What follows belongs to an exercise in optimizing a design on an open flow for small area; a production flow would make more cautious choices. Function was checked by simulation only, so behaviour that the tests miss may differ from the original. No activity file was given, so power comes from the tool's default toggle rates. The flow treats the clock pin as an ideal source, which a real chip does not have.

===== config.mk =====
export PLATFORM = sky130hd
export DESIGN_NAME = spi_slave_gpio_regmap
export DESIGN_NICKNAME = spi_slave_gpio_regmap
export VERILOG_FILES = /design/flow/design.v
export SDC_FILE = /design/flow/constraint.sdc
export NUM_CORES = 4
export LEC_CHECK = 0
export CAP_MARGIN = 0
export CORE_MARGIN = 2
export CORE_UTILIZATION = 75
export PLACE_DENSITY = 0.85
export SLEW_MARGIN = 0
export SYNTH_HIERARCHICAL = 1

===== constraint.sdc =====
create_clock -name core_clock -period 10.0 [get_ports {clk}]
set_input_delay 2.0000 -clock core_clock [delete_from_list [all_inputs] [get_ports {clk}]]
set_output_delay 2.0000 -clock core_clock [all_outputs]
set_load 0.01 [all_outputs]

===== design.v =====
module spi_slave_gpio_regmap (
  input  logic       clk,
  input  logic       rst_n,
  input  logic       cs,        
  input  logic       sclk,
  input  logic       mosi,
  output logic       miso,
  input  logic [7:0] gpio_in,
  output logic [7:0] gpio_out
);
  localparam logic [7:0] ID_VALUE = 8'hA5;
  logic sclk_d1, sclk_d2;
  logic cs_d1,   cs_d2;
  logic mosi_d1, mosi_d2;
  always_ff @(posedge clk or negedge rst_n) begin
    if (!rst_n) begin
      cs_d1 <= 1; cs_d2 <= 1;
    end else begin
      cs_d1 <= cs;
      cs_d2 <= cs_d1;
    end
  end
  always_ff @(posedge clk) begin
    sclk_d1 <= sclk;
    sclk_d2 <= sclk_d1;
    mosi_d1 <= mosi;
    mosi_d2 <= mosi_d1;
  end
  wire sclk_rise =  sclk_d1 & ~sclk_d2;
  wire sclk_fall = ~sclk_d1 &  sclk_d2;
  wire cs_active = ~cs_d2;
  logic [2:0] bit_cnt;
  logic [1:0] byte_cnt;
  logic [7:0] shift_in;
  logic       rw;
  logic [7:0] addr;
  logic [7:0] gpio_reg;
  logic [7:0] wbuf;
  logic       wpend;
  logic [4:0] phase;
  logic       sweep;
  logic [7:0] rbuf;       
  logic [3:0] nout;       
  wire rise_act  = cs_active & sclk_rise;
  wire fall_act  = cs_active & sclk_fall;
  wire byte_done = rise_act & (bit_cnt == 3'd7);
  wire [7:0] full_byte = {shift_in[6:0], mosi_d2};
  wire ld_addr = byte_done & (byte_cnt == 2'd1);
  wire rd_load = ld_addr & ~rw;
  wire wr_evt  = byte_done & (byte_cnt == 2'd2) & rw;
  wire [7:0] addr_nx = ld_addr ? full_byte : addr;
  wire [7:0] wbuf_nx = wr_evt  ? full_byte : wbuf;
  wire       wact  = wr_evt | wpend;
  wire       wslot = (addr[4:0] == phase);
  logic [255:0] ring [0:7];
  logic [7:0]   ins;
  genvar gr;
  generate
    for (gr = 0; gr < 8; gr++) begin : g_ring
      assign ins[gr] = sweep | (wact & wslot & (addr[7:5] == gr));
      always_ff @(posedge clk)
        ring[gr] <= {ins[gr] ? wbuf_nx : ring[gr][7:0], ring[gr][255:8]};
    end
  endgenerate
  wire [4:0] rpos = addr_nx[4:0] - phase;    
  wire [2:0] rsel = addr_nx[7:5];
  function automatic logic is_tap(input int j, input int p);
    case (j)
      7: is_tap = (p % 2) == 0;
      6: is_tap = (p % 4) == 0;
      5: is_tap = (p == 0) || (p == 6) || (p == 12) || (p == 18) || (p == 24) || (p == 28);
      4: is_tap = (p % 8) == 0;
      3: is_tap = (p % 8) == 0;
      2: is_tap = (p == 0) || (p == 10) || (p == 20);
      1: is_tap = (p == 0) || (p == 10) || (p == 20);
      default: is_tap = (p % 16) == 0;
    endcase
  endfunction
  logic [7:0]  r_oh, r_oh_n;
  logic [15:0] p_oh;
  logic [7:0]  aligned;
  logic [7:0]  tapv;
  always_comb begin
    for (int r = 0; r < 8; r++) begin
      r_oh[r]   = (rsel == r);
      r_oh_n[r] = ~r_oh[r];
    end
    for (int k = 0; k < 16; k++) p_oh[k] = (rpos == 2*k);
    for (int j = 0; j < 8; j++) begin
      aligned[j] = 1'b0;
      for (int k = 0; k < 16; k++)
        if (is_tap(j, 2*k)) aligned[j] = aligned[j] | p_oh[k];
    end
  end
  wire tl1;
  sgr_aoi32 utl1 (.a({p_oh[0], p_oh[1], p_oh[2]}), .b({ring[0][7], ring[0][23], ring[0][39]}), .y(tl1));
  wire tl2;
  sgr_aoi32 utl2 (.a({p_oh[3], p_oh[4], p_oh[5]}), .b({ring[0][55], ring[0][71], ring[0][87]}), .y(tl2));
  wire tl3;
  sgr_aoi32 utl3 (.a({p_oh[6], p_oh[7], p_oh[8]}), .b({ring[0][103], ring[0][119], ring[0][135]}), .y(tl3));
  wire tl4;
  sgr_aoi32 utl4 (.a({p_oh[9], p_oh[10], p_oh[11]}), .b({ring[0][151], ring[0][167], ring[0][183]}), .y(tl4));
  wire tl5;
  sgr_aoi32 utl5 (.a({p_oh[12], p_oh[13], p_oh[14]}), .b({ring[0][199], ring[0][215], ring[0][231]}), .y(tl5));
  wire tl6;
  sgr_nand2 utl6 (.a({p_oh[15], ring[0][247]}), .y(tl6));
  wire tg7;
  sgr_nand3 utg7 (.a({tl1, tl2, tl3}), .y(tg7));
  wire tg8;
  sgr_nand3 utg8 (.a({tl4, tl5, tl6}), .y(tg8));
  wire tl9;
  sgr_aoi32 utl9 (.a({p_oh[0], p_oh[1], p_oh[2]}), .b({ring[1][7], ring[1][23], ring[1][39]}), .y(tl9));
  wire tl10;
  sgr_aoi32 utl10 (.a({p_oh[3], p_oh[4], p_oh[5]}), .b({ring[1][55], ring[1][71], ring[1][87]}), .y(tl10));
  wire tl11;
  sgr_aoi32 utl11 (.a({p_oh[6], p_oh[7], p_oh[8]}), .b({ring[1][103], ring[1][119], ring[1][135]}), .y(tl11));
  wire tl12;
  sgr_aoi32 utl12 (.a({p_oh[9], p_oh[10], p_oh[11]}), .b({ring[1][151], ring[1][167], ring[1][183]}), .y(tl12));
  wire tl13;
  sgr_aoi32 utl13 (.a({p_oh[12], p_oh[13], p_oh[14]}), .b({ring[1][199], ring[1][215], ring[1][231]}), .y(tl13));
  wire tl14;
  sgr_nand2 utl14 (.a({p_oh[15], ring[1][247]}), .y(tl14));
  wire tg15;
  sgr_nand3 utg15 (.a({tl9, tl10, tl11}), .y(tg15));
  wire tg16;
  sgr_nand3 utg16 (.a({tl12, tl13, tl14}), .y(tg16));
  wire tl17;
  sgr_aoi32 utl17 (.a({p_oh[0], p_oh[1], p_oh[2]}), .b({ring[2][7], ring[2][23], ring[2][39]}), .y(tl17));
  wire tl18;
  sgr_aoi32 utl18 (.a({p_oh[3], p_oh[4], p_oh[5]}), .b({ring[2][55], ring[2][71], ring[2][87]}), .y(tl18));
  wire tl19;
  sgr_aoi32 utl19 (.a({p_oh[6], p_oh[7], p_oh[8]}), .b({ring[2][103], ring[2][119], ring[2][135]}), .y(tl19));
  wire tl20;
  sgr_aoi32 utl20 (.a({p_oh[9], p_oh[10], p_oh[11]}), .b({ring[2][151], ring[2][167], ring[2][183]}), .y(tl20));
  wire tl21;
  sgr_aoi32 utl21 (.a({p_oh[12], p_oh[13], p_oh[14]}), .b({ring[2][199], ring[2][215], ring[2][231]}), .y(tl21));
  wire tl22;
  sgr_nand2 utl22 (.a({p_oh[15], ring[2][247]}), .y(tl22));
  wire tg23;
  sgr_nand3 utg23 (.a({tl17, tl18, tl19}), .y(tg23));
  wire tg24;
  sgr_nand3 utg24 (.a({tl20, tl21, tl22}), .y(tg24));
  wire tl25;
  sgr_aoi32 utl25 (.a({p_oh[0], p_oh[1], p_oh[2]}), .b({ring[3][7], ring[3][23], ring[3][39]}), .y(tl25));
  wire tl26;
  sgr_aoi32 utl26 (.a({p_oh[3], p_oh[4], p_oh[5]}), .b({ring[3][55], ring[3][71], ring[3][87]}), .y(tl26));
  wire tl27;
  sgr_aoi32 utl27 (.a({p_oh[6], p_oh[7], p_oh[8]}), .b({ring[3][103], ring[3][119], ring[3][135]}), .y(tl27));
  wire tl28;
  sgr_aoi32 utl28 (.a({p_oh[9], p_oh[10], p_oh[11]}), .b({ring[3][151], ring[3][167], ring[3][183]}), .y(tl28));
  wire tl29;
  sgr_aoi32 utl29 (.a({p_oh[12], p_oh[13], p_oh[14]}), .b({ring[3][199], ring[3][215], ring[3][231]}), .y(tl29));
  wire tl30;
  sgr_nand2 utl30 (.a({p_oh[15], ring[3][247]}), .y(tl30));
  wire tg31;
  sgr_nand3 utg31 (.a({tl25, tl26, tl27}), .y(tg31));
  wire tg32;
  sgr_nand3 utg32 (.a({tl28, tl29, tl30}), .y(tg32));
  wire tl33;
  sgr_aoi32 utl33 (.a({p_oh[0], p_oh[1], p_oh[2]}), .b({ring[4][7], ring[4][23], ring[4][39]}), .y(tl33));
  wire tl34;
  sgr_aoi32 utl34 (.a({p_oh[3], p_oh[4], p_oh[5]}), .b({ring[4][55], ring[4][71], ring[4][87]}), .y(tl34));
  wire tl35;
  sgr_aoi32 utl35 (.a({p_oh[6], p_oh[7], p_oh[8]}), .b({ring[4][103], ring[4][119], ring[4][135]}), .y(tl35));
  wire tl36;
  sgr_aoi32 utl36 (.a({p_oh[9], p_oh[10], p_oh[11]}), .b({ring[4][151], ring[4][167], ring[4][183]}), .y(tl36));
  wire tl37;
  sgr_aoi32 utl37 (.a({p_oh[12], p_oh[13], p_oh[14]}), .b({ring[4][199], ring[4][215], ring[4][231]}), .y(tl37));
  wire tl38;
  sgr_nand2 utl38 (.a({p_oh[15], ring[4][247]}), .y(tl38));
  wire tg39;
  sgr_nand3 utg39 (.a({tl33, tl34, tl35}), .y(tg39));
  wire tg40;
  sgr_nand3 utg40 (.a({tl36, tl37, tl38}), .y(tg40));
  wire tl41;
  sgr_aoi32 utl41 (.a({p_oh[0], p_oh[1], p_oh[2]}), .b({ring[5][7], ring[5][23], ring[5][39]}), .y(tl41));
  wire tl42;
  sgr_aoi32 utl42 (.a({p_oh[3], p_oh[4], p_oh[5]}), .b({ring[5][55], ring[5][71], ring[5][87]}), .y(tl42));
  wire tl43;
  sgr_aoi32 utl43 (.a({p_oh[6], p_oh[7], p_oh[8]}), .b({ring[5][103], ring[5][119], ring[5][135]}), .y(tl43));
  wire tl44;
  sgr_aoi32 utl44 (.a({p_oh[9], p_oh[10], p_oh[11]}), .b({ring[5][151], ring[5][167], ring[5][183]}), .y(tl44));
  wire tl45;
  sgr_aoi32 utl45 (.a({p_oh[12], p_oh[13], p_oh[14]}), .b({ring[5][199], ring[5][215], ring[5][231]}), .y(tl45));
  wire tl46;
  sgr_nand2 utl46 (.a({p_oh[15], ring[5][247]}), .y(tl46));
  wire tg47;
  sgr_nand3 utg47 (.a({tl41, tl42, tl43}), .y(tg47));
  wire tg48;
  sgr_nand3 utg48 (.a({tl44, tl45, tl46}), .y(tg48));
  wire tl49;
  sgr_aoi32 utl49 (.a({p_oh[0], p_oh[1], p_oh[2]}), .b({ring[6][7], ring[6][23], ring[6][39]}), .y(tl49));
  wire tl50;
  sgr_aoi32 utl50 (.a({p_oh[3], p_oh[4], p_oh[5]}), .b({ring[6][55], ring[6][71], ring[6][87]}), .y(tl50));
  wire tl51;
  sgr_aoi32 utl51 (.a({p_oh[6], p_oh[7], p_oh[8]}), .b({ring[6][103], ring[6][119], ring[6][135]}), .y(tl51));
  wire tl52;
  sgr_aoi32 utl52 (.a({p_oh[9], p_oh[10], p_oh[11]}), .b({ring[6][151], ring[6][167], ring[6][183]}), .y(tl52));
  wire tl53;
  sgr_aoi32 utl53 (.a({p_oh[12], p_oh[13], p_oh[14]}), .b({ring[6][199], ring[6][215], ring[6][231]}), .y(tl53));
  wire tl54;
  sgr_nand2 utl54 (.a({p_oh[15], ring[6][247]}), .y(tl54));
  wire tg55;
  sgr_nand3 utg55 (.a({tl49, tl50, tl51}), .y(tg55));
  wire tg56;
  sgr_nand3 utg56 (.a({tl52, tl53, tl54}), .y(tg56));
  wire tl57;
  sgr_aoi32 utl57 (.a({p_oh[0], p_oh[1], p_oh[2]}), .b({ring[7][7], ring[7][23], ring[7][39]}), .y(tl57));
  wire tl58;
  sgr_aoi32 utl58 (.a({p_oh[3], p_oh[4], p_oh[5]}), .b({ring[7][55], ring[7][71], ring[7][87]}), .y(tl58));
  wire tl59;
  sgr_aoi32 utl59 (.a({p_oh[6], p_oh[7], p_oh[8]}), .b({ring[7][103], ring[7][119], ring[7][135]}), .y(tl59));
  wire tl60;
  sgr_aoi32 utl60 (.a({p_oh[9], p_oh[10], p_oh[11]}), .b({ring[7][151], ring[7][167], ring[7][183]}), .y(tl60));
  wire tl61;
  sgr_aoi32 utl61 (.a({p_oh[12], p_oh[13], p_oh[14]}), .b({ring[7][199], ring[7][215], ring[7][231]}), .y(tl61));
  wire tl62;
  sgr_nand2 utl62 (.a({p_oh[15], ring[7][247]}), .y(tl62));
  wire tg63;
  sgr_nand3 utg63 (.a({tl57, tl58, tl59}), .y(tg63));
  wire tg64;
  sgr_nand3 utg64 (.a({tl60, tl61, tl62}), .y(tg64));
  wire tl65;
  sgr_aoi32 utl65 (.a({r_oh[0], r_oh[0], r_oh[1]}), .b({tg7, tg8, tg15}), .y(tl65));
  wire tl66;
  sgr_aoi32 utl66 (.a({r_oh[1], r_oh[2], r_oh[2]}), .b({tg16, tg23, tg24}), .y(tl66));
  wire tl67;
  sgr_aoi32 utl67 (.a({r_oh[3], r_oh[3], r_oh[4]}), .b({tg31, tg32, tg39}), .y(tl67));
  wire tl68;
  sgr_aoi32 utl68 (.a({r_oh[4], r_oh[5], r_oh[5]}), .b({tg40, tg47, tg48}), .y(tl68));
  wire tl69;
  sgr_aoi32 utl69 (.a({r_oh[6], r_oh[6], r_oh[7]}), .b({tg55, tg56, tg63}), .y(tl69));
  wire tl70;
  sgr_nand2 utl70 (.a({r_oh[7], tg64}), .y(tl70));
  wire tg71;
  sgr_nand3 utg71 (.a({tl65, tl66, tl67}), .y(tg71));
  wire tg72;
  sgr_nand3 utg72 (.a({tl68, tl69, tl70}), .y(tg72));
  wire tg73;
  sgr_nor2 utg73 (.a({tg71, tg72}), .y(tg73));
  wire tg74;
  sgr_inv utg74 (.a(tg73), .y(tg74));
  assign tapv[7] = tg74;
  wire tl75;
  sgr_aoi32 utl75 (.a({p_oh[0], p_oh[2], p_oh[4]}), .b({ring[0][6], ring[0][38], ring[0][70]}), .y(tl75));
  wire tl76;
  sgr_aoi32 utl76 (.a({p_oh[6], p_oh[8], p_oh[10]}), .b({ring[0][102], ring[0][134], ring[0][166]}), .y(tl76));
  wire tl77;
  sgr_nand2 utl77 (.a({p_oh[12], ring[0][198]}), .y(tl77));
  wire tl78;
  sgr_nand2 utl78 (.a({p_oh[14], ring[0][230]}), .y(tl78));
  wire tg79;
  sgr_nand4 utg79 (.a({tl75, tl76, tl77, tl78}), .y(tg79));
  wire tl80;
  sgr_aoi32 utl80 (.a({p_oh[0], p_oh[2], p_oh[4]}), .b({ring[1][6], ring[1][38], ring[1][70]}), .y(tl80));
  wire tl81;
  sgr_aoi32 utl81 (.a({p_oh[6], p_oh[8], p_oh[10]}), .b({ring[1][102], ring[1][134], ring[1][166]}), .y(tl81));
  wire tl82;
  sgr_nand2 utl82 (.a({p_oh[12], ring[1][198]}), .y(tl82));
  wire tl83;
  sgr_nand2 utl83 (.a({p_oh[14], ring[1][230]}), .y(tl83));
  wire tg84;
  sgr_nand4 utg84 (.a({tl80, tl81, tl82, tl83}), .y(tg84));
  wire tl85;
  sgr_aoi32 utl85 (.a({p_oh[0], p_oh[2], p_oh[4]}), .b({ring[2][6], ring[2][38], ring[2][70]}), .y(tl85));
  wire tl86;
  sgr_aoi32 utl86 (.a({p_oh[6], p_oh[8], p_oh[10]}), .b({ring[2][102], ring[2][134], ring[2][166]}), .y(tl86));
  wire tl87;
  sgr_nand2 utl87 (.a({p_oh[12], ring[2][198]}), .y(tl87));
  wire tl88;
  sgr_nand2 utl88 (.a({p_oh[14], ring[2][230]}), .y(tl88));
  wire tg89;
  sgr_nand4 utg89 (.a({tl85, tl86, tl87, tl88}), .y(tg89));
  wire tl90;
  sgr_aoi32 utl90 (.a({p_oh[0], p_oh[2], p_oh[4]}), .b({ring[3][6], ring[3][38], ring[3][70]}), .y(tl90));
  wire tl91;
  sgr_aoi32 utl91 (.a({p_oh[6], p_oh[8], p_oh[10]}), .b({ring[3][102], ring[3][134], ring[3][166]}), .y(tl91));
  wire tl92;
  sgr_nand2 utl92 (.a({p_oh[12], ring[3][198]}), .y(tl92));
  wire tl93;
  sgr_nand2 utl93 (.a({p_oh[14], ring[3][230]}), .y(tl93));
  wire tg94;
  sgr_nand4 utg94 (.a({tl90, tl91, tl92, tl93}), .y(tg94));
  wire tl95;
  sgr_aoi32 utl95 (.a({p_oh[0], p_oh[2], p_oh[4]}), .b({ring[4][6], ring[4][38], ring[4][70]}), .y(tl95));
  wire tl96;
  sgr_aoi32 utl96 (.a({p_oh[6], p_oh[8], p_oh[10]}), .b({ring[4][102], ring[4][134], ring[4][166]}), .y(tl96));
  wire tl97;
  sgr_nand2 utl97 (.a({p_oh[12], ring[4][198]}), .y(tl97));
  wire tl98;
  sgr_nand2 utl98 (.a({p_oh[14], ring[4][230]}), .y(tl98));
  wire tg99;
  sgr_nand4 utg99 (.a({tl95, tl96, tl97, tl98}), .y(tg99));
  wire tl100;
  sgr_aoi32 utl100 (.a({p_oh[0], p_oh[2], p_oh[4]}), .b({ring[5][6], ring[5][38], ring[5][70]}), .y(tl100));
  wire tl101;
  sgr_aoi32 utl101 (.a({p_oh[6], p_oh[8], p_oh[10]}), .b({ring[5][102], ring[5][134], ring[5][166]}), .y(tl101));
  wire tl102;
  sgr_nand2 utl102 (.a({p_oh[12], ring[5][198]}), .y(tl102));
  wire tl103;
  sgr_nand2 utl103 (.a({p_oh[14], ring[5][230]}), .y(tl103));
  wire tg104;
  sgr_nand4 utg104 (.a({tl100, tl101, tl102, tl103}), .y(tg104));
  wire tl105;
  sgr_aoi32 utl105 (.a({p_oh[0], p_oh[2], p_oh[4]}), .b({ring[6][6], ring[6][38], ring[6][70]}), .y(tl105));
  wire tl106;
  sgr_aoi32 utl106 (.a({p_oh[6], p_oh[8], p_oh[10]}), .b({ring[6][102], ring[6][134], ring[6][166]}), .y(tl106));
  wire tl107;
  sgr_nand2 utl107 (.a({p_oh[12], ring[6][198]}), .y(tl107));
  wire tl108;
  sgr_nand2 utl108 (.a({p_oh[14], ring[6][230]}), .y(tl108));
  wire tg109;
  sgr_nand4 utg109 (.a({tl105, tl106, tl107, tl108}), .y(tg109));
  wire tl110;
  sgr_aoi32 utl110 (.a({p_oh[0], p_oh[2], p_oh[4]}), .b({ring[7][6], ring[7][38], ring[7][70]}), .y(tl110));
  wire tl111;
  sgr_aoi32 utl111 (.a({p_oh[6], p_oh[8], p_oh[10]}), .b({ring[7][102], ring[7][134], ring[7][166]}), .y(tl111));
  wire tl112;
  sgr_nand2 utl112 (.a({p_oh[12], ring[7][198]}), .y(tl112));
  wire tl113;
  sgr_nand2 utl113 (.a({p_oh[14], ring[7][230]}), .y(tl113));
  wire tg114;
  sgr_nand4 utg114 (.a({tl110, tl111, tl112, tl113}), .y(tg114));
  wire tl115;
  sgr_aoi32 utl115 (.a({r_oh[0], r_oh[1], r_oh[2]}), .b({tg79, tg84, tg89}), .y(tl115));
  wire tl116;
  sgr_aoi32 utl116 (.a({r_oh[3], r_oh[4], r_oh[5]}), .b({tg94, tg99, tg104}), .y(tl116));
  wire tl117;
  sgr_nand2 utl117 (.a({r_oh[6], tg109}), .y(tl117));
  wire tl118;
  sgr_nand2 utl118 (.a({r_oh[7], tg114}), .y(tl118));
  wire tg119;
  sgr_nand4 utg119 (.a({tl115, tl116, tl117, tl118}), .y(tg119));
  assign tapv[6] = tg119;
  wire tl120;
  sgr_aoi32 utl120 (.a({p_oh[0], p_oh[3], p_oh[6]}), .b({ring[0][5], ring[0][53], ring[0][101]}), .y(tl120));
  wire tl121;
  sgr_aoi32 utl121 (.a({p_oh[9], p_oh[12], p_oh[14]}), .b({ring[0][149], ring[0][197], ring[0][229]}), .y(tl121));
  wire tg122;
  sgr_nand2 utg122 (.a({tl120, tl121}), .y(tg122));
  wire tl123;
  sgr_aoi32 utl123 (.a({p_oh[0], p_oh[3], p_oh[6]}), .b({ring[1][5], ring[1][53], ring[1][101]}), .y(tl123));
  wire tl124;
  sgr_aoi32 utl124 (.a({p_oh[9], p_oh[12], p_oh[14]}), .b({ring[1][149], ring[1][197], ring[1][229]}), .y(tl124));
  wire tg125;
  sgr_nand2 utg125 (.a({tl123, tl124}), .y(tg125));
  wire tl126;
  sgr_aoi32 utl126 (.a({p_oh[0], p_oh[3], p_oh[6]}), .b({ring[2][5], ring[2][53], ring[2][101]}), .y(tl126));
  wire tl127;
  sgr_aoi32 utl127 (.a({p_oh[9], p_oh[12], p_oh[14]}), .b({ring[2][149], ring[2][197], ring[2][229]}), .y(tl127));
  wire tg128;
  sgr_nand2 utg128 (.a({tl126, tl127}), .y(tg128));
  wire tl129;
  sgr_aoi32 utl129 (.a({p_oh[0], p_oh[3], p_oh[6]}), .b({ring[3][5], ring[3][53], ring[3][101]}), .y(tl129));
  wire tl130;
  sgr_aoi32 utl130 (.a({p_oh[9], p_oh[12], p_oh[14]}), .b({ring[3][149], ring[3][197], ring[3][229]}), .y(tl130));
  wire tg131;
  sgr_nand2 utg131 (.a({tl129, tl130}), .y(tg131));
  wire tl132;
  sgr_aoi32 utl132 (.a({p_oh[0], p_oh[3], p_oh[6]}), .b({ring[4][5], ring[4][53], ring[4][101]}), .y(tl132));
  wire tl133;
  sgr_aoi32 utl133 (.a({p_oh[9], p_oh[12], p_oh[14]}), .b({ring[4][149], ring[4][197], ring[4][229]}), .y(tl133));
  wire tg134;
  sgr_nand2 utg134 (.a({tl132, tl133}), .y(tg134));
  wire tl135;
  sgr_aoi32 utl135 (.a({p_oh[0], p_oh[3], p_oh[6]}), .b({ring[5][5], ring[5][53], ring[5][101]}), .y(tl135));
  wire tl136;
  sgr_aoi32 utl136 (.a({p_oh[9], p_oh[12], p_oh[14]}), .b({ring[5][149], ring[5][197], ring[5][229]}), .y(tl136));
  wire tg137;
  sgr_nand2 utg137 (.a({tl135, tl136}), .y(tg137));
  wire tl138;
  sgr_aoi32 utl138 (.a({p_oh[0], p_oh[3], p_oh[6]}), .b({ring[6][5], ring[6][53], ring[6][101]}), .y(tl138));
  wire tl139;
  sgr_aoi32 utl139 (.a({p_oh[9], p_oh[12], p_oh[14]}), .b({ring[6][149], ring[6][197], ring[6][229]}), .y(tl139));
  wire tg140;
  sgr_nand2 utg140 (.a({tl138, tl139}), .y(tg140));
  wire tl141;
  sgr_aoi32 utl141 (.a({p_oh[0], p_oh[3], p_oh[6]}), .b({ring[7][5], ring[7][53], ring[7][101]}), .y(tl141));
  wire tl142;
  sgr_aoi32 utl142 (.a({p_oh[9], p_oh[12], p_oh[14]}), .b({ring[7][149], ring[7][197], ring[7][229]}), .y(tl142));
  wire tg143;
  sgr_nand2 utg143 (.a({tl141, tl142}), .y(tg143));
  wire tl144;
  sgr_aoi32 utl144 (.a({r_oh[0], r_oh[1], r_oh[2]}), .b({tg122, tg125, tg128}), .y(tl144));
  wire tl145;
  sgr_aoi32 utl145 (.a({r_oh[3], r_oh[4], r_oh[5]}), .b({tg131, tg134, tg137}), .y(tl145));
  wire tl146;
  sgr_nand2 utl146 (.a({r_oh[6], tg140}), .y(tl146));
  wire tl147;
  sgr_nand2 utl147 (.a({r_oh[7], tg143}), .y(tl147));
  wire tg148;
  sgr_nand4 utg148 (.a({tl144, tl145, tl146, tl147}), .y(tg148));
  assign tapv[5] = tg148;
  wire tl149;
  sgr_aoi32 utl149 (.a({p_oh[0], p_oh[4], p_oh[8]}), .b({ring[0][4], ring[0][68], ring[0][132]}), .y(tl149));
  wire tl150;
  sgr_nand2 utl150 (.a({p_oh[12], ring[0][196]}), .y(tl150));
  wire tg151;
  sgr_nand2 utg151 (.a({tl149, tl150}), .y(tg151));
  wire tl152;
  sgr_aoi32 utl152 (.a({p_oh[0], p_oh[4], p_oh[8]}), .b({ring[1][4], ring[1][68], ring[1][132]}), .y(tl152));
  wire tl153;
  sgr_nand2 utl153 (.a({p_oh[12], ring[1][196]}), .y(tl153));
  wire tg154;
  sgr_nand2 utg154 (.a({tl152, tl153}), .y(tg154));
  wire tl155;
  sgr_aoi32 utl155 (.a({p_oh[0], p_oh[4], p_oh[8]}), .b({ring[2][4], ring[2][68], ring[2][132]}), .y(tl155));
  wire tl156;
  sgr_nand2 utl156 (.a({p_oh[12], ring[2][196]}), .y(tl156));
  wire tg157;
  sgr_nand2 utg157 (.a({tl155, tl156}), .y(tg157));
  wire tl158;
  sgr_aoi32 utl158 (.a({p_oh[0], p_oh[4], p_oh[8]}), .b({ring[3][4], ring[3][68], ring[3][132]}), .y(tl158));
  wire tl159;
  sgr_nand2 utl159 (.a({p_oh[12], ring[3][196]}), .y(tl159));
  wire tg160;
  sgr_nand2 utg160 (.a({tl158, tl159}), .y(tg160));
  wire tl161;
  sgr_aoi32 utl161 (.a({p_oh[0], p_oh[4], p_oh[8]}), .b({ring[4][4], ring[4][68], ring[4][132]}), .y(tl161));
  wire tl162;
  sgr_nand2 utl162 (.a({p_oh[12], ring[4][196]}), .y(tl162));
  wire tg163;
  sgr_nand2 utg163 (.a({tl161, tl162}), .y(tg163));
  wire tl164;
  sgr_aoi32 utl164 (.a({p_oh[0], p_oh[4], p_oh[8]}), .b({ring[5][4], ring[5][68], ring[5][132]}), .y(tl164));
  wire tl165;
  sgr_nand2 utl165 (.a({p_oh[12], ring[5][196]}), .y(tl165));
  wire tg166;
  sgr_nand2 utg166 (.a({tl164, tl165}), .y(tg166));
  wire tl167;
  sgr_aoi32 utl167 (.a({p_oh[0], p_oh[4], p_oh[8]}), .b({ring[6][4], ring[6][68], ring[6][132]}), .y(tl167));
  wire tl168;
  sgr_nand2 utl168 (.a({p_oh[12], ring[6][196]}), .y(tl168));
  wire tg169;
  sgr_nand2 utg169 (.a({tl167, tl168}), .y(tg169));
  wire tl170;
  sgr_aoi32 utl170 (.a({p_oh[0], p_oh[4], p_oh[8]}), .b({ring[7][4], ring[7][68], ring[7][132]}), .y(tl170));
  wire tl171;
  sgr_nand2 utl171 (.a({p_oh[12], ring[7][196]}), .y(tl171));
  wire tg172;
  sgr_nand2 utg172 (.a({tl170, tl171}), .y(tg172));
  wire tl173;
  sgr_aoi32 utl173 (.a({r_oh[0], r_oh[1], r_oh[2]}), .b({tg151, tg154, tg157}), .y(tl173));
  wire tl174;
  sgr_aoi32 utl174 (.a({r_oh[3], r_oh[4], r_oh[5]}), .b({tg160, tg163, tg166}), .y(tl174));
  wire tl175;
  sgr_nand2 utl175 (.a({r_oh[6], tg169}), .y(tl175));
  wire tl176;
  sgr_nand2 utl176 (.a({r_oh[7], tg172}), .y(tl176));
  wire tg177;
  sgr_nand4 utg177 (.a({tl173, tl174, tl175, tl176}), .y(tg177));
  assign tapv[4] = tg177;
  wire tl178;
  sgr_aoi32 utl178 (.a({p_oh[0], p_oh[4], p_oh[8]}), .b({ring[0][3], ring[0][67], ring[0][131]}), .y(tl178));
  wire tl179;
  sgr_nand2 utl179 (.a({p_oh[12], ring[0][195]}), .y(tl179));
  wire tg180;
  sgr_nand2 utg180 (.a({tl178, tl179}), .y(tg180));
  wire tl181;
  sgr_aoi32 utl181 (.a({p_oh[0], p_oh[4], p_oh[8]}), .b({ring[1][3], ring[1][67], ring[1][131]}), .y(tl181));
  wire tl182;
  sgr_nand2 utl182 (.a({p_oh[12], ring[1][195]}), .y(tl182));
  wire tg183;
  sgr_nand2 utg183 (.a({tl181, tl182}), .y(tg183));
  wire tl184;
  sgr_aoi32 utl184 (.a({p_oh[0], p_oh[4], p_oh[8]}), .b({ring[2][3], ring[2][67], ring[2][131]}), .y(tl184));
  wire tl185;
  sgr_nand2 utl185 (.a({p_oh[12], ring[2][195]}), .y(tl185));
  wire tg186;
  sgr_nand2 utg186 (.a({tl184, tl185}), .y(tg186));
  wire tl187;
  sgr_aoi32 utl187 (.a({p_oh[0], p_oh[4], p_oh[8]}), .b({ring[3][3], ring[3][67], ring[3][131]}), .y(tl187));
  wire tl188;
  sgr_nand2 utl188 (.a({p_oh[12], ring[3][195]}), .y(tl188));
  wire tg189;
  sgr_nand2 utg189 (.a({tl187, tl188}), .y(tg189));
  wire tl190;
  sgr_aoi32 utl190 (.a({p_oh[0], p_oh[4], p_oh[8]}), .b({ring[4][3], ring[4][67], ring[4][131]}), .y(tl190));
  wire tl191;
  sgr_nand2 utl191 (.a({p_oh[12], ring[4][195]}), .y(tl191));
  wire tg192;
  sgr_nand2 utg192 (.a({tl190, tl191}), .y(tg192));
  wire tl193;
  sgr_aoi32 utl193 (.a({p_oh[0], p_oh[4], p_oh[8]}), .b({ring[5][3], ring[5][67], ring[5][131]}), .y(tl193));
  wire tl194;
  sgr_nand2 utl194 (.a({p_oh[12], ring[5][195]}), .y(tl194));
  wire tg195;
  sgr_nand2 utg195 (.a({tl193, tl194}), .y(tg195));
  wire tl196;
  sgr_aoi32 utl196 (.a({p_oh[0], p_oh[4], p_oh[8]}), .b({ring[6][3], ring[6][67], ring[6][131]}), .y(tl196));
  wire tl197;
  sgr_nand2 utl197 (.a({p_oh[12], ring[6][195]}), .y(tl197));
  wire tg198;
  sgr_nand2 utg198 (.a({tl196, tl197}), .y(tg198));
  wire tl199;
  sgr_aoi32 utl199 (.a({p_oh[0], p_oh[4], p_oh[8]}), .b({ring[7][3], ring[7][67], ring[7][131]}), .y(tl199));
  wire tl200;
  sgr_nand2 utl200 (.a({p_oh[12], ring[7][195]}), .y(tl200));
  wire tg201;
  sgr_nand2 utg201 (.a({tl199, tl200}), .y(tg201));
  wire tl202;
  sgr_aoi32 utl202 (.a({r_oh[0], r_oh[1], r_oh[2]}), .b({tg180, tg183, tg186}), .y(tl202));
  wire tl203;
  sgr_aoi32 utl203 (.a({r_oh[3], r_oh[4], r_oh[5]}), .b({tg189, tg192, tg195}), .y(tl203));
  wire tl204;
  sgr_nand2 utl204 (.a({r_oh[6], tg198}), .y(tl204));
  wire tl205;
  sgr_nand2 utl205 (.a({r_oh[7], tg201}), .y(tl205));
  wire tg206;
  sgr_nand4 utg206 (.a({tl202, tl203, tl204, tl205}), .y(tg206));
  assign tapv[3] = tg206;
  wire tl207;
  sgr_aoi32 utl207 (.a({p_oh[0], p_oh[5], p_oh[10]}), .b({ring[0][2], ring[0][82], ring[0][162]}), .y(tl207));
  wire tg208;
  sgr_nor2 utg208 (.a({r_oh_n[0], tl207}), .y(tg208));
  wire tl209;
  sgr_aoi32 utl209 (.a({p_oh[0], p_oh[5], p_oh[10]}), .b({ring[1][2], ring[1][82], ring[1][162]}), .y(tl209));
  wire tg210;
  sgr_nor2 utg210 (.a({r_oh_n[1], tl209}), .y(tg210));
  wire tl211;
  sgr_aoi32 utl211 (.a({p_oh[0], p_oh[5], p_oh[10]}), .b({ring[2][2], ring[2][82], ring[2][162]}), .y(tl211));
  wire tg212;
  sgr_nor2 utg212 (.a({r_oh_n[2], tl211}), .y(tg212));
  wire tl213;
  sgr_aoi32 utl213 (.a({p_oh[0], p_oh[5], p_oh[10]}), .b({ring[3][2], ring[3][82], ring[3][162]}), .y(tl213));
  wire tg214;
  sgr_nor2 utg214 (.a({r_oh_n[3], tl213}), .y(tg214));
  wire tl215;
  sgr_aoi32 utl215 (.a({p_oh[0], p_oh[5], p_oh[10]}), .b({ring[4][2], ring[4][82], ring[4][162]}), .y(tl215));
  wire tg216;
  sgr_nor2 utg216 (.a({r_oh_n[4], tl215}), .y(tg216));
  wire tl217;
  sgr_aoi32 utl217 (.a({p_oh[0], p_oh[5], p_oh[10]}), .b({ring[5][2], ring[5][82], ring[5][162]}), .y(tl217));
  wire tg218;
  sgr_nor2 utg218 (.a({r_oh_n[5], tl217}), .y(tg218));
  wire tl219;
  sgr_aoi32 utl219 (.a({p_oh[0], p_oh[5], p_oh[10]}), .b({ring[6][2], ring[6][82], ring[6][162]}), .y(tl219));
  wire tg220;
  sgr_nor2 utg220 (.a({r_oh_n[6], tl219}), .y(tg220));
  wire tl221;
  sgr_aoi32 utl221 (.a({p_oh[0], p_oh[5], p_oh[10]}), .b({ring[7][2], ring[7][82], ring[7][162]}), .y(tl221));
  wire tg222;
  sgr_nor2 utg222 (.a({r_oh_n[7], tl221}), .y(tg222));
  wire tg223;
  sgr_nor4 utg223 (.a({tg208, tg210, tg212, tg214}), .y(tg223));
  wire tg224;
  sgr_nor4 utg224 (.a({tg216, tg218, tg220, tg222}), .y(tg224));
  wire tg225;
  sgr_nand2 utg225 (.a({tg223, tg224}), .y(tg225));
  assign tapv[2] = tg225;
  wire tl226;
  sgr_aoi32 utl226 (.a({p_oh[0], p_oh[5], p_oh[10]}), .b({ring[0][1], ring[0][81], ring[0][161]}), .y(tl226));
  wire tg227;
  sgr_nor2 utg227 (.a({r_oh_n[0], tl226}), .y(tg227));
  wire tl228;
  sgr_aoi32 utl228 (.a({p_oh[0], p_oh[5], p_oh[10]}), .b({ring[1][1], ring[1][81], ring[1][161]}), .y(tl228));
  wire tg229;
  sgr_nor2 utg229 (.a({r_oh_n[1], tl228}), .y(tg229));
  wire tl230;
  sgr_aoi32 utl230 (.a({p_oh[0], p_oh[5], p_oh[10]}), .b({ring[2][1], ring[2][81], ring[2][161]}), .y(tl230));
  wire tg231;
  sgr_nor2 utg231 (.a({r_oh_n[2], tl230}), .y(tg231));
  wire tl232;
  sgr_aoi32 utl232 (.a({p_oh[0], p_oh[5], p_oh[10]}), .b({ring[3][1], ring[3][81], ring[3][161]}), .y(tl232));
  wire tg233;
  sgr_nor2 utg233 (.a({r_oh_n[3], tl232}), .y(tg233));
  wire tl234;
  sgr_aoi32 utl234 (.a({p_oh[0], p_oh[5], p_oh[10]}), .b({ring[4][1], ring[4][81], ring[4][161]}), .y(tl234));
  wire tg235;
  sgr_nor2 utg235 (.a({r_oh_n[4], tl234}), .y(tg235));
  wire tl236;
  sgr_aoi32 utl236 (.a({p_oh[0], p_oh[5], p_oh[10]}), .b({ring[5][1], ring[5][81], ring[5][161]}), .y(tl236));
  wire tg237;
  sgr_nor2 utg237 (.a({r_oh_n[5], tl236}), .y(tg237));
  wire tl238;
  sgr_aoi32 utl238 (.a({p_oh[0], p_oh[5], p_oh[10]}), .b({ring[6][1], ring[6][81], ring[6][161]}), .y(tl238));
  wire tg239;
  sgr_nor2 utg239 (.a({r_oh_n[6], tl238}), .y(tg239));
  wire tl240;
  sgr_aoi32 utl240 (.a({p_oh[0], p_oh[5], p_oh[10]}), .b({ring[7][1], ring[7][81], ring[7][161]}), .y(tl240));
  wire tg241;
  sgr_nor2 utg241 (.a({r_oh_n[7], tl240}), .y(tg241));
  wire tg242;
  sgr_nor4 utg242 (.a({tg227, tg229, tg231, tg233}), .y(tg242));
  wire tg243;
  sgr_nor4 utg243 (.a({tg235, tg237, tg239, tg241}), .y(tg243));
  wire tg244;
  sgr_nand2 utg244 (.a({tg242, tg243}), .y(tg244));
  assign tapv[1] = tg244;
  wire tl245;
  sgr_nand2 utl245 (.a({p_oh[0], ring[0][0]}), .y(tl245));
  wire tl246;
  sgr_nand2 utl246 (.a({p_oh[8], ring[0][128]}), .y(tl246));
  wire tg247;
  sgr_nand2 utg247 (.a({tl245, tl246}), .y(tg247));
  wire tl248;
  sgr_nand2 utl248 (.a({p_oh[0], ring[1][0]}), .y(tl248));
  wire tl249;
  sgr_nand2 utl249 (.a({p_oh[8], ring[1][128]}), .y(tl249));
  wire tg250;
  sgr_nand2 utg250 (.a({tl248, tl249}), .y(tg250));
  wire tl251;
  sgr_nand2 utl251 (.a({p_oh[0], ring[2][0]}), .y(tl251));
  wire tl252;
  sgr_nand2 utl252 (.a({p_oh[8], ring[2][128]}), .y(tl252));
  wire tg253;
  sgr_nand2 utg253 (.a({tl251, tl252}), .y(tg253));
  wire tl254;
  sgr_nand2 utl254 (.a({p_oh[0], ring[3][0]}), .y(tl254));
  wire tl255;
  sgr_nand2 utl255 (.a({p_oh[8], ring[3][128]}), .y(tl255));
  wire tg256;
  sgr_nand2 utg256 (.a({tl254, tl255}), .y(tg256));
  wire tl257;
  sgr_nand2 utl257 (.a({p_oh[0], ring[4][0]}), .y(tl257));
  wire tl258;
  sgr_nand2 utl258 (.a({p_oh[8], ring[4][128]}), .y(tl258));
  wire tg259;
  sgr_nand2 utg259 (.a({tl257, tl258}), .y(tg259));
  wire tl260;
  sgr_nand2 utl260 (.a({p_oh[0], ring[5][0]}), .y(tl260));
  wire tl261;
  sgr_nand2 utl261 (.a({p_oh[8], ring[5][128]}), .y(tl261));
  wire tg262;
  sgr_nand2 utg262 (.a({tl260, tl261}), .y(tg262));
  wire tl263;
  sgr_nand2 utl263 (.a({p_oh[0], ring[6][0]}), .y(tl263));
  wire tl264;
  sgr_nand2 utl264 (.a({p_oh[8], ring[6][128]}), .y(tl264));
  wire tg265;
  sgr_nand2 utg265 (.a({tl263, tl264}), .y(tg265));
  wire tl266;
  sgr_nand2 utl266 (.a({p_oh[0], ring[7][0]}), .y(tl266));
  wire tl267;
  sgr_nand2 utl267 (.a({p_oh[8], ring[7][128]}), .y(tl267));
  wire tg268;
  sgr_nand2 utg268 (.a({tl266, tl267}), .y(tg268));
  wire tl269;
  sgr_aoi32 utl269 (.a({r_oh[0], r_oh[1], r_oh[2]}), .b({tg247, tg250, tg253}), .y(tl269));
  wire tl270;
  sgr_aoi32 utl270 (.a({r_oh[3], r_oh[4], r_oh[5]}), .b({tg256, tg259, tg262}), .y(tl270));
  wire tl271;
  sgr_nand2 utl271 (.a({r_oh[6], tg265}), .y(tl271));
  wire tl272;
  sgr_nand2 utl272 (.a({r_oh[7], tg268}), .y(tl272));
  wire tg273;
  sgr_nand4 utg273 (.a({tl269, tl270, tl271, tl272}), .y(tg273));
  assign tapv[0] = tg273;
  wire       special = (addr_nx[7:1] == 7'd0);
  wire [7:0] spec_val = addr_nx[0] ? gpio_in : ID_VALUE;
  wire [7:0] cap = aligned & {8{~special}};
  logic [7:0] rbuf_nx;
  always_comb
    for (int j = 0; j < 8; j++)
      rbuf_nx[j] = cap[j] ? tapv[j] : (rd_load ? spec_val[j] : rbuf[j]);
  always_ff @(posedge clk or negedge rst_n) begin
    if (!rst_n) begin
      gpio_reg <= 0;
      wbuf     <= 0;
      wpend    <= 0;
      phase    <= 0;
      sweep    <= 1;
      nout     <= 4'd8;
      miso     <= 0;
    end else begin
      phase <= phase + 5'd1;
      if (phase == 5'd31) sweep <= 1'b0;
      wbuf  <= wbuf_nx;
      wpend <= wact & ~wslot;
      if (wr_evt && addr == 8'h02)
        gpio_reg <= full_byte;
      if (rd_load)
        nout <= 4'd0;
      if (fall_act) begin
        if (nout[3]) begin
          miso <= 1'b0;
        end else begin
          miso <= rbuf_nx[~nout[2:0]];
          nout <= nout + 4'd1;
        end
      end
    end
  end
  always_ff @(posedge clk) begin
    addr <= addr_nx;
    rbuf <= rbuf_nx;
    if (!cs_active) begin
      bit_cnt  <= 0;
      byte_cnt <= 0;
    end
    if (rise_act) begin
      shift_in <= full_byte;
      if (bit_cnt == 3'd7) begin
        if (byte_cnt == 2'd0) rw <= full_byte[0];
        byte_cnt <= byte_cnt + 1;
        bit_cnt  <= 0;
      end else begin
        bit_cnt <= bit_cnt + 1;
      end
    end
  end
  assign gpio_out = gpio_reg;
endmodule
module sgr_inv (input logic a, output logic y);
  assign y = ~a;
endmodule
module sgr_nand2 (input logic [1:0] a, output logic y);
  assign y = ~&a;
endmodule
module sgr_nand3 (input logic [2:0] a, output logic y);
  assign y = ~&a;
endmodule
module sgr_nand4 (input logic [3:0] a, output logic y);
  assign y = ~&a;
endmodule
module sgr_nor2 (input logic [1:0] a, output logic y);
  assign y = ~|a;
endmodule
module sgr_nor3 (input logic [2:0] a, output logic y);
  assign y = ~|a;
endmodule
module sgr_nor4 (input logic [3:0] a, output logic y);
  assign y = ~|a;
endmodule
module sgr_aoi22 (input logic [1:0] a, input logic [1:0] b, output logic y);
  assign y = ~|(a & b);
endmodule
module sgr_aoi32 (input logic [2:0] a, input logic [2:0] b, output logic y);
  assign y = ~|(a & b);
endmodule

===== flow/run.sh =====
#!/bin/bash
# Standard layout, with clock tree synthesis told not to add dummy loads and
# the port buffers made with the smallest buffer.
set -euo pipefail
export CTS_ARGS="-sink_clustering_enable -repair_clock_nets -buf_list sky130_fd_sc_hd__clkbuf_8 -sink_clustering_size 16 -sink_clustering_max_diameter 40 -dont_use_dummy_load"
export BUFFER_PORTS_ARGS="-buffer_cell sky130_fd_sc_hd__buf_1"
bash standard.sh > standard_flow.log 2>&1

===== standard.sh =====
#!/bin/bash
# synth_recipe.tcl (not shown) runs the flow's synth.tcl, then flattens the netlist and writes it again
# the make line also repeats each setting of config.mk as NAME=value (left out here)
make -C /OpenROAD-flow-scripts/flow DESIGN_CONFIG=/design/flow/config.mk WORK_HOME=/design/flow/orfs CLKGATE_MAP_FILE= SYNTH_SCRIPT=/design/flow/synth_recipe.tcl "${@:-finish}"

==> impl_metrics.ini, run 1 <==
[clock_tree]
clk_root_buffer_cell = clkbuf_8
cts_made_buffers = 158
cts.path.max_buffers = 3
clock_tree_from_tritoncts = done
cts_hold_repair.buffers = 0
postCtsSetupRepairBufs = 0
ctsHtreeMaxLevel = 4
cts_repair_resize_count = 0
cts.sinks = 2111
clock_insertion_delay_worst_skew_ns = 0.83
clk_pin_slew_ns = 0.11

[place]
dp_hpwl_mm = 54.87
place.detailed.instances = 3574
place.gp.congestion = 0.8688
numPortBuffers = 21

[layout]
drive_above_1_share = 0.08394
number_of_flip_flops_in_the_largest_register = 2048
nNetsFinal = 2923
seq_area_mm2 = 0.04253
finalCoreUtilization = 0.8153
multi_input_combinational_cell_area_mm2 = 0.004215
registers.top_by_ff_count = ring
mostFrequentLayoutCell = dfxtp_1
layout_common_cells = dfxtp_1 (2,070), clkbuf_8 (158), nand2_1 (131), a222oi_1 (119), mux2_1 (58)
area_growth_syn_to_layout_pct = 7.401
count_of_fill_cells_added_during_filler_insertion = 2483
finalNonFillerCells = 3735

[die]
die_width_um = 253.9
rows = 91
design.portCount = 22
core_mm2 = 0.06171
initial_utilization = 0.7591
floorplan_die_area_mm2 = 0.06448
floorplan.die.height_um = 253.9

[global_route]
grt_max_degree = 58
grt_usage = 0.3141
remaining_global_route_overflow = 0
grt_pass1_vias = 22950
grt_pass1_wl_mm = 144.7
initial_antenna_violation_count = 8

[synthesis]
yosysWarnings = 8
synth_edf_count = 11
synth-seq-cells = 2111
post_synthesis_net_count = 2734
avgSynthCellArea_um2 = 17.30
synth_cell_type_count = 59
synthesis.instances = 2708
ys_seq_area_frac = 0.9078
async_reset_ff_frac = 0.01421
synth_flop_cell = dfxtp_1
post_synth_instance_area_mm2 = 0.04685

[worst_setup_path]
timing.critical_path.from_type = flip-flop
cp.arrival_ns = 8.71
slowest_stage = nor2_2
crit_path_max_incr_delay_ns = 0.64
path_buf_inv = 2
critical_path_peak_fanout = 57
cp_common_cell = ha_1
cp_top_family = simple AND/OR/NAND/NOR gates
required_ns = 10.69
path_class = flip-flop to flip-flop
worst_path_cell_chain = ha_1 -> ha_1 -> nand4bb_2 -> nor2_2 -> mux2i_1 -> ha_1 -> fa_1 -> nand2b_1 -> a21oi_2 -> xor2_2 -> xnor2_1 -> nand2_1 -> nor2_4 -> buf_4 -> a222oi_1 -> nand3_1 -> a222oi_1 -> nand3_1 -> nor2_1 -> inv_1 -> mux2_2 -> or3_1 -> a32oi_1 -> o211ai_1
timing.critical_path.to_type = flip-flop

[timing]
worst_pin_slew_ns = 1.413
timing_hold_violations_final = 0
setup_viol_count_final = 0
period_utilization_post_route = 0.8016
tns_ns = 0
slew_violations = 0
max_clock_freq_ghz = 0.1247
setup_repair_after_global_routing_missed_its_margin = false
clock-skew-final_ns = 0.09484
min_period_ns = 8.016
slew_limit_headroom = 0.05391

[routing]
detailedRoute.firstPassIterationCount = 7
routed_via_density = 5.833
detailroute.via_count = 21790
detail_route.drc_violations = 0
route.detailed.wl_per_inst_um = 27.60
final_antenna_net_count = 0
routed_wirelength_mm = 103.1
drt_first_iter_violations = 2631

[power_and_ir_drop]
peakVddDrop_uv = 260.1
static-leakage-power_nw = 20.20
p_per_area_mw_per_mm2 = 247.4

[flow_run]
max-cap-violations = 0

[outcome]
outcome = complete, no violations

[worst_hold_path]
class_of_the_worst_hold_path = flip-flop to flip-flop
-- layout make-up --
type	instances	share of cell area
sequential	2111	0.8452
inverter	34	0.002537
timing repair buffer	39	0.004277
antenna	3	0.0001492
tap	837	0.02081
clock buffer	158	0.04322
multi-input combinational	553	0.08378
-- cell usage after synthesis, types with 3 or more instances --
cell type  instances  area (um^2)
nand3_1           32        160.2
a222oi_1         119         1191
o31a_1             3        26.28
nor2_1            50        187.7
inv_1             32        120.1
mux2_2            29        326.6
nor4_2             4        50.05
dfstp_2            4        105.1
nor2b_1            4        25.02
dfrtp_1           26        650.6
xnor2_1            9        78.83
o21ai_0            6        30.03
xor2_1             6        52.55
edfxtp_1          11        330.3
a21o_1             3        22.52
dfxtp_1         2070        41440
nor3_1             6        30.03
ha_1              12        150.1
nand2_1          131        491.7
mux2_1            58        653.1
clkbuf_1           7        26.28
nand2b_1           3        18.77
nand4_1           13        81.33
mux2i_1            5        50.05
or2_2              3        18.77
a31oi_1            4        25.02
a21oi_1            8        40.04
or3_1              5        31.28
o211ai_1           4        30.03
-- power breakdown --
group	total (W)	internal (W)	leakage (nW)	switching, W
clock network	0.00390	0.00142	1.14	0.00248
registers	0.00845	0.00842	17.2	0.0000273
logic	0.0000954	0.0000264	1.91	0.0000689
total	0.0124	0.00987	20.2	0.00258
-- Yosys stat by module, one instance, submodules excluded --
module,flip-flops and latches,copies in the design,cells,cell area [um^2]
sgr_nand4,0,13,1,6.256
spi_slave_gpio_regmap,2111,1,2435,44990
sgr_inv,0,1,1,3.754
sgr_nor4,0,4,1,12.51
sgr_nor2,0,17,1,3.754
sgr_nand2,0,101,1,3.754
sgr_aoi32,0,119,1,10.01
sgr_nand3,0,18,1,5.005
-- kinds of logic after synthesis --
family / share of synthesized area
buffers and inverters: 0.003579
AND/OR/NAND/NOR: 0.02674
flip-flops: 0.9078
XOR/XNOR: 0.003633
AO/OA/AOI/OAI: 0.03218
adder cells (fa/ha/maj): 0.003632
multiplexers: 0.02246
-- layer usage --
layer	share of wire	track usage	vias to the layer above
met5	0.00050	0	-
met4	0.072	0.2035	8
met3	0.090	0.08542	525
met2	0.47	0.4980	1416
met1	0.37	0.3823	10580
li1	-	-	9262
-- through the flow --
step / area (um^2) / power (W) / setup slack (ns) / hold WS, ns
after detailed placement: 48120 / 0.008710 / 3.003 / 0.3121
after global placement: 48120 / 0.008694 / 3.820 / 0.3096
after CTS: 50300 / 0.01241 / 2.418 / 0.2761
final: 50310 / 0.01245 / 1.984 / 0.2693
after floorplan: 46850 / 0.008673 / 3.771 / 0.3096
after global routing: 50310 / 0.01274 / 1.843 / 0.2779
-- path summary, 6_finish.rpt --
kind / from / to / slack (ns) / cells past startpoint
max in group asynchronous: rst_n / nout[2] / 8.02 / 1
worst min register to register: ring[4][149] / ring[4][141] / 0.27 / 0
worst max-delay path: bit_cnt[0] / miso / 1.98 / 24
worst max register to register: bit_cnt[0] / miso / 1.98 / 24
min in group asynchronous: rst_n / gpio_reg[6] / 1.34 / 1
worst min-delay path: ring[4][149] / ring[4][141] / 0.27 / 0
-- worst reg2reg max path: stages (launching register included) --
cell and delay, ns:
edfxtp_1 0.45, ha_1 0.23, ha_1 0.38, nand4bb_2 0.25
nor2_2 0.64, mux2i_1 0.35, ha_1 0.34, fa_1 0.45
nand2b_1 0.19, a21oi_2 0.20, xor2_2 0.31, xnor2_1 0.24
nand2_1 0.29, nor2_4 0.12, buf_4 0.41, a222oi_1 0.56
nand3_1 0.20, a222oi_1 0.57, nand3_1 0.18, nor2_1 0.34
inv_1 0.17, mux2_2 0.35, or3_1 0.36, a32oi_1 0.22
o211ai_1 0.12
==> inputs of run 2 (changes only) <==
==> flow/run.sh (replaced) <==
#!/bin/bash
# Standard layout, with clock tree synthesis told not to add dummy loads.
set -euo pipefail
export CTS_ARGS="-sink_clustering_enable -repair_clock_nets -buf_list sky130_fd_sc_hd__clkbuf_8 -sink_clustering_size 16 -sink_clustering_max_diameter 40 -dont_use_dummy_load"
bash standard.sh > standard_flow.log 2>&1
==> config.mk (replaced) <==
export PLATFORM = sky130hd
export DESIGN_NAME = spi_slave_gpio_regmap
export DESIGN_NICKNAME = spi_slave_gpio_regmap
export VERILOG_FILES = /design/flow/design.v
export SDC_FILE = /design/flow/constraint.sdc
export NUM_CORES = 4
export LEC_CHECK = 0
export CAP_MARGIN = 20
export CORE_MARGIN = 2
export CORE_UTILIZATION = 65
export PLACE_DENSITY = 0.75
export SLEW_MARGIN = 20
export SYNTH_HIERARCHICAL = 1
==> impl_metrics.ini, run 2 <==
[layout]
multi_input_combinational_cell_area_mm2 = 0.004213
area_growth_syn_to_layout_pct = 8.154
count_of_fill_cells_added_during_filler_insertion = 4345
drive_above_1_share = 0.08520
nNetsFinal = 2927
seq_area_mm2 = 0.04253
number_of_flip_flops_in_the_largest_register = 2048
layout_common_cells = dfxtp_1 (2,070), clkbuf_8 (165), nand2_1 (131), a222oi_1 (119), mux2_1 (58)
finalNonFillerCells = 3850
registers.top_by_ff_count = ring
mostFrequentLayoutCell = dfxtp_1

[place]
place.gp.congestion = 0.8497
numPortBuffers = 21
place.detailed.instances = 3683
dp_hpwl_mm = 45.51

[synthesis]
post_synth_main_area_contributors = dfxtp_1 (88%), a222oi_1 (2.5%), mux2_1 (1.4%), dfrtp_1 (1.4%), nand2_1 (1.0%)
post_synth_fa_ha_maj_area_fraction = 0.003632
synth_edf_count = 11
synth_largest_type_area_fraction = 0.8846
synth_flop_cell = dfxtp_1
avgSynthCellArea_um2 = 17.30
synth_xor_xnor_area_share = 0.003632
synth_compound_area_frac = 0.03218
yosysMostFrequentCell = dfxtp_1
ys_seq_area_frac = 0.9078
post_synthesis_net_count = 2734
synth-seq-cells = 2111
synthMuxAreaShare = 0.02246
async_reset_ff_frac = 0.01421
synthesis.instances = 2708
synth_simple_gate_area_frac = 0.02674
post_synth_instance_area_mm2 = 0.04685
cell_accounting_for_the_most_synthesized_area = dfxtp_1
synth_top_family_by_area = compound AO/OA/AOI/OAI gates
post_synth_most_frequent_cells = dfxtp_1 (2,070), nand2_1 (131), a222oi_1 (119)
synth_cell_type_count = 59
yosysWarnings = 8

[timing]
period_utilization_post_route = 0.6797
slew_limit_headroom = 0.2391
tns_ns = 0
setup_viol_count_final = 0
min_period_ns = 6.797
setup_repair_after_global_routing_missed_its_margin = false
clock-skew-final_ns = 0.09058
worst_pin_slew_ns = 1.141
slew_violations = 0
max_clock_freq_ghz = 0.1471
timing_hold_violations_final = 0

[die]
die_width_um = 272.5
core_mm2 = 0.07136
floorplan_die_area_mm2 = 0.07423
rows = 98
initial_utilization = 0.6564
floorplan.die.height_um = 272.5
design.portCount = 22

[clock_tree]
cts.path.max_buffers = 3
cts_made_buffers = 165
postCtsSetupRepairBufs = 0
ctsHtreeMaxLevel = 4
clock_tree_from_tritoncts = done
cts_repair_resize_count = 0
clk_root_buffer_cell = clkbuf_8
clock_insertion_delay_worst_skew_ns = 0.84
cts.sinks = 2111
clk_pin_slew_ns = 0.09
cts_hold_repair.buffers = 0

[routing]
routed_wirelength_mm = 74.12
detailroute.via_count = 19440
detail_route.drc_violations = 0
final_antenna_net_count = 0
routed_via_density = 5.049
route.detailed.wl_per_inst_um = 19.25
detailedRoute.firstPassIterationCount = 6
drt_first_iter_violations = 1669

[power_and_ir_drop]
static-leakage-power_nw = 20.30
peakVddDrop_uv = 163.3
p_per_area_mw_per_mm2 = 242.6

[worst_setup_path]
cp.arrival_ns = 7.42
path_class = flip-flop to flip-flop
critical_path_peak_fanout = 25
required_ns = 10.63
timing.critical_path.to_type = flip-flop
timing.critical_path.from_type = flip-flop

[flow_run]
max-cap-violations = 0

[worst_hold_path]
class_of_the_worst_hold_path = flip-flop to flip-flop

[outcome]
outcome = complete, no violations

[global_route]
remaining_global_route_overflow = 0
grt_pass1_vias = 20080
grt_pass1_wl_mm = 113.7
grt_max_degree = 41
initial_antenna_violation_count = 4
grt_usage = 0.2040
-- run 2: cell counts after synthesis --
Identical to the previous run, type by type.
-- run 2: per-module statistics from Yosys (local to each module, per instance) --
module | flip-flops and latches | cells | cell area [um^2]
spi_slave_gpio_regmap | 2111 | 2435 | 44990
sgr_nor4 | 0 | 1 | 12.51
sgr_aoi32 | 0 | 1 | 10.01
sgr_nand4 | 0 | 1 | 6.256
sgr_nand3 | 0 | 1 | 5.005
sgr_inv | 0 | 1 | 3.754
sgr_nand2 | 0 | 1 | 3.754
sgr_nor2 | 0 | 1 | 3.754
-- run 2: layer usage --
metal  global-route usage  up-vias  part of all wire
met5                    0        -           0.00036
li1                     -     9291                 -
met2               0.3068      617              0.44
met1               0.2835     9325              0.46
met4              0.09919        4             0.039
met3              0.04514      200             0.059
-- run 2: final cells by class --
| cell class | instances | share of cell area |
|---|---|---|
| repair buffers | 36 | 0.006668 |
| clock buffers | 165 | 0.04482 |
| inverters | 34 | 0.002519 |
| multi-input cells | 553 | 0.08315 |
| flip-flops and latches | 2111 | 0.8393 |
| well taps | 950 | 0.02346 |
| diodes | 1 | 0.00004939 |
-- run 2: path summary, 6_finish.rpt --
check                        startpoint  slack (ns)  depth (start not counted)           end
max                          bit_cnt[0]        3.20                         23          miso
min                        ring[6][165]        0.27                          0  ring[6][157]
max reg2reg                  bit_cnt[0]        3.20                         23          miso
min reg2reg                ring[6][165]        0.27                          0  ring[6][157]
max in group asynchronous         rst_n        8.18                          1       wbuf[3]
min in group asynchronous         rst_n        1.26                          1       wbuf[2]
-- run 2: kinds of logic (layout without fill, tap and decap cells) --
kind of cell             count (synthesis)  after routing
flip-flops                            2111           2111
AND/OR/NAND/NOR                        269            269
AO/OA/AOI/OAI                          161            161
multiplexers                            93             93
buffers and inverters                   44            235
XOR/XNOR                                17             17
adder cells (fa/ha/maj)                 13             13
other                                    0              1
-- run 2: metrics by stage --
step / power, W / hold slack, ns / utilization / instance area [um^2] / worst slack [ns]
after floorplan: 0.008673 / 0.3096 / - / 46850 / 3.771
after global placement: 0.008699 / 0.3095 / 0.6777 / 48370 / 3.600
after detailed placement: 0.008704 / 0.3121 / 0.6777 / 48370 / 3.398
after CTS: 0.01240 / 0.2677 / 0.7096 / 50640 / 3.318
after global routing: 0.01271 / 0.2642 / 0.7100 / 50670 / 2.774
final: 0.01229 / 0.2663 / 0.7100 / 50670 / 3.203
-- run 2: report_power, final --
| part | internal [W] | leakage (nW) | switching [W] |
|---|---|---|---|
| logic | 0.0000302 | 1.95 | 0.0000393 |
| registers | 0.00842 | 17.2 | 0.0000190 |
| clock network | 0.00147 | 1.19 | 0.00231 |
| total | 0.00993 | 20.3 | 0.00237 |
-- run 2: critical path, stage by stage, from the launching register on --
cell and delay (ns):
edfxtp_1 0.37, ha_1 0.15, ha_1 0.29, nand4bb_2 0.19, nor2_2 0.53, mux2i_1 0.28, ha_1 0.27, fa_1 0.44
nand2b_1 0.18, a21oi_2 0.16, xor2_2 0.26, xnor2_1 0.19, nand2_1 0.23, nor2_4 0.17, buf_16 0.23, buf_4 0.25
a222oi_1 0.37, nand2_1 0.11, a222oi_1 0.52, nand4_1 0.42, mux2_2 0.42, o211a_1 0.23, a32oi_1 0.19, o211ai_1 0.12
==> inputs of run 3 (changes only) <==
--- a/design.v
+++ b/design.v
@@ -57,9 +57,13 @@
   genvar gr;
   generate
     for (gr = 0; gr < 8; gr++) begin : g_ring
+      logic [7:0] slot_in;
       assign ins[gr] = sweep | (wact & wslot & (addr[7:5] == gr));
+      for (genvar j = 0; j < 8; j++) begin : g_bit
+        sgr_ao22 u_in (.a({ins[gr], ~ins[gr]}), .b({wbuf_nx[j], ring[gr][j]}), .y(slot_in[j]));
+      end
       always_ff @(posedge clk)
-        ring[gr] <= {ins[gr] ? wbuf_nx : ring[gr][7:0], ring[gr][255:8]};
+        ring[gr] <= {slot_in, ring[gr][255:8]};
     end
   endgenerate
   wire [4:0] rpos = addr_nx[4:0] - phase;    
@@ -728,3 +732,6 @@
 module sgr_aoi32 (input logic [2:0] a, input logic [2:0] b, output logic y);
   assign y = ~|(a & b);
 endmodule
+module sgr_ao22 (input logic [1:0] a, input logic [1:0] b, output logic y);
+  assign y = |(a & b);
+endmodule
==> flow/run.sh (replaced) <==
#!/bin/bash
# Standard layout, with clock tree synthesis told not to add dummy loads and
# the port buffers made with the smallest buffer.
set -euo pipefail
export CTS_ARGS="-sink_clustering_enable -repair_clock_nets -buf_list sky130_fd_sc_hd__clkbuf_4 -sink_clustering_buffer sky130_fd_sc_hd__clkbuf_16 -sink_clustering_size 36 -sink_clustering_max_diameter 70 -dont_use_dummy_load"
export BUFFER_PORTS_ARGS="-buffer_cell sky130_fd_sc_hd__buf_1"
bash standard.sh > standard_flow.log 2>&1
==> impl_metrics.ini, run 3 <==
[synthesis]
ys_seq_area_frac = 0.9113
synth_top_family_by_area = compound AO/OA/AOI/OAI gates
synth_cell_type_count = 59
post_synth_main_area_contributors = dfxtp_1 (89%), a222oi_1 (2.6%), dfrtp_1 (1.4%), a22o_1 (1.2%), nand2_1 (1.0%)
post_synth_most_frequent_cells = dfxtp_1 (2,070), nand2_1 (128), a222oi_1 (119)
synth_edf_count = 11
synthesis.instances = 2709
post_synthesis_net_count = 2735
avgSynthCellArea_um2 = 17.23
synth_simple_gate_area_frac = 0.02700
synth_flop_cell = dfxtp_1
synth_largest_type_area_fraction = 0.8880
yosysMostFrequentCell = dfxtp_1
cell_accounting_for_the_most_synthesized_area = dfxtp_1
post_synth_instance_area_mm2 = 0.04667
yosysWarnings = 8
synth_compound_area_frac = 0.04416
synth_xor_xnor_area_share = 0.003298
synth-seq-cells = 2111
async_reset_ff_frac = 0.01421
synthMuxAreaShare = 0.006756
post_synth_fa_ha_maj_area_fraction = 0.003646

[worst_setup_path]
slowest_stage = a222oi_1
cp_num_cells = 23
timing.critical_path.to_type = flip-flop
worst_r2r_path_depth = 23
cp_common_cell = ha_1
required_ns = 10.87
cp.arrival_ns = 7.46
crit_path_max_incr_delay_ns = 0.65
critical_path_peak_fanout = 48
cp_top_family = compound AO/OA/AOI/OAI gates
worst_path_cell_chain = ha_1 -> ha_1 -> nand3b_1 -> nor2_4 -> mux2_2 -> inv_1 -> ha_1 -> fa_1 -> nand2b_1 -> a21oi_1 -> xor2_1 -> xnor2_1 -> nand2_1 -> nor2_4 -> buf_4 -> a222oi_1 -> nand2_1 -> a222oi_1 -> nand4_1 -> mux2_2 -> o211a_1 -> a21boi_1 -> o211ai_1
path_buf_inv = 2
path_class = flip-flop to flip-flop
worst-r2r-setup-slack_ns = 3.41
timing.critical_path.from_type = flip-flop

[timing]
setup_repair_after_global_routing_missed_its_margin = false
period_utilization_post_route = 0.6585
slew_limit_headroom = 0.2452
clock-skew-final_ns = 0.1271
worst_pin_slew_ns = 1.131
tns_ns = 0
max_clock_freq_ghz = 0.1519
timing_hold_violations_final = 0
min_period_ns = 6.585
slew_violations = 0
setup_viol_count_final = 0

[outcome]
outcome = complete, no violations

[clock_tree]
cts_hold_repair.buffers = 0
cts.sinks = 2111
clk_pin_slew_ns = 0.12
cts.path.max_buffers = 3
ctsHtreeMaxLevel = 3
cts_made_buffers = 69
postCtsSetupRepairBufs = 0
cts_repair_resize_count = 0
clk_root_buffer_cell = clkbuf_4
clock_insertion_delay_worst_skew_ns = 1.04
clock_tree_from_tritoncts = done

[place]
numPortBuffers = 21
place.gp.congestion = 0.8970
dp_hpwl_mm = 48.37
placed_cell_area_mm2 = 0.04803
place.detailed.instances = 3684

[die]
floorplan.die.height_um = 271.9
design.portCount = 22
initial_utilization = 0.6551
core_mm2 = 0.07124
rows = 98
floorplan_die_area_mm2 = 0.07395
die_width_um = 271.9

[global_route]
grt_pass1_wl_mm = 119.6
global_route.usage.met2 = 0.3299
grt_pass1_vias = 19580
gr-max-usage-layer = met2
initial_antenna_violation_count = 3
grt_max_degree = 49
grt_met3_usage = 0.03835
grt_usage = 0.2162
global_route.usage.met1 = 0.3212
remaining_global_route_overflow = 0

[layout]
final_cell_area_mm2 = 0.04960
layout_common_cells = dfxtp_1 (2,070), nand2_1 (128), a222oi_1 (119), a22o_1 (64), clkbuf_16 (60)
registers.top_by_ff_count = ring
number_of_flip_flops_in_the_largest_register = 2048
mostFrequentLayoutCell = dfxtp_1
count_of_fill_cells_added_during_filler_insertion = 4495
finalNonFillerCells = 3756
drive_above_1_share = 0.04816
area_growth_syn_to_layout_pct = 6.293
seq_area_mm2 = 0.04253
multi_input_combinational_cell_area_mm2 = 0.004000
nNetsFinal = 2831

[routing]
route.detailed.wl_per_inst_um = 21.19
detail_route.drc_violations = 0
drt_first_iter_violations = 2218
detailedRoute.firstPassIterationCount = 10
routed_wirelength_mm = 79.59
routed_via_density = 5.156
detailroute.via_count = 19370
final_antenna_net_count = 0

[flow_run]
max-cap-violations = 0

[power_and_ir_drop]
p_per_area_mw_per_mm2 = 238.2
peakVddDrop_uv = 204.3
static-leakage-power_nw = 19.63

[worst_hold_path]
whs_path_depth = 0
class_of_the_worst_hold_path = flip-flop to flip-flop
-- run 3: metal layers --
layer | vias to the layer above | part of all wire
li1 | 9154 | -
met1 | 9455 | 0.47
met2 | 612 | 0.44
met3 | 145 | 0.063
met4 | 0 | 0.028
met5 | - | 0
-- run 3: logic make-up after synthesis --
kind of cell    after synthesis
compound gates              222
xor+xnor                     16
fa+ha+maj                    13
buf+inv                      45
flops                      2111
mux                          28
simple gates                274
-- run 3: through the flow --
stage               total power [W]  worst slack, ns    util  hold WS [ns]
floorplan                  0.008662            3.544       -        0.3096
global placement           0.008680            3.874  0.6742        0.3096
detailed placement         0.008685            3.661  0.6742        0.3121
CTS                         0.01186            3.555  0.6962        0.2351
global route                0.01215            3.012  0.6963        0.2457
finish                      0.01181            3.415  0.6963        0.2376
-- run 3: report_power, final --
part	switching [W]	internal, W	leakage [nW]
Sequential	0.0000193	0.00843	17.2
Combinational	0.0000325	0.0000189	1.69
Clock	0.00220	0.00112	0.781
Total	0.00225	0.00956	19.6
-- run 3: cell type report --
| type | count | area share |
|---|---|---|
| flip-flops and latches | 2111 | 0.8573 |
| multi-input cells | 553 | 0.08064 |
| clock buffers | 69 | 0.03163 |
| well taps | 950 | 0.02396 |
| repair buffers | 34 | 0.003582 |
| inverters | 36 | 0.002724 |
| diodes | 3 | 0.0001513 |
-- run 3: modules after synthesis, one instance, submodules excluded --
module,copies in the design,flip-flops and latches
sgr_nor2,17,0
sgr_aoi32,119,0
sgr_nor4,4,0
sgr_nand4,13,0
sgr_ao22,64,0
sgr_nand2,101,0
sgr_inv,1,0
spi_slave_gpio_regmap,1,2111
sgr_nand3,18,0
-- run 3: worst paths after layout --
path | startpoint | end
min in group asynchronous | rst_n | phase[1]
max in group asynchronous | rst_n | gpio_reg[7]
setup / recovery | bit_cnt[0] | miso
hold / removal | ring[4][99] | ring[4][91]
hold reg to reg | ring[4][99] | ring[4][91]
setup reg to reg | bit_cnt[0] | miso
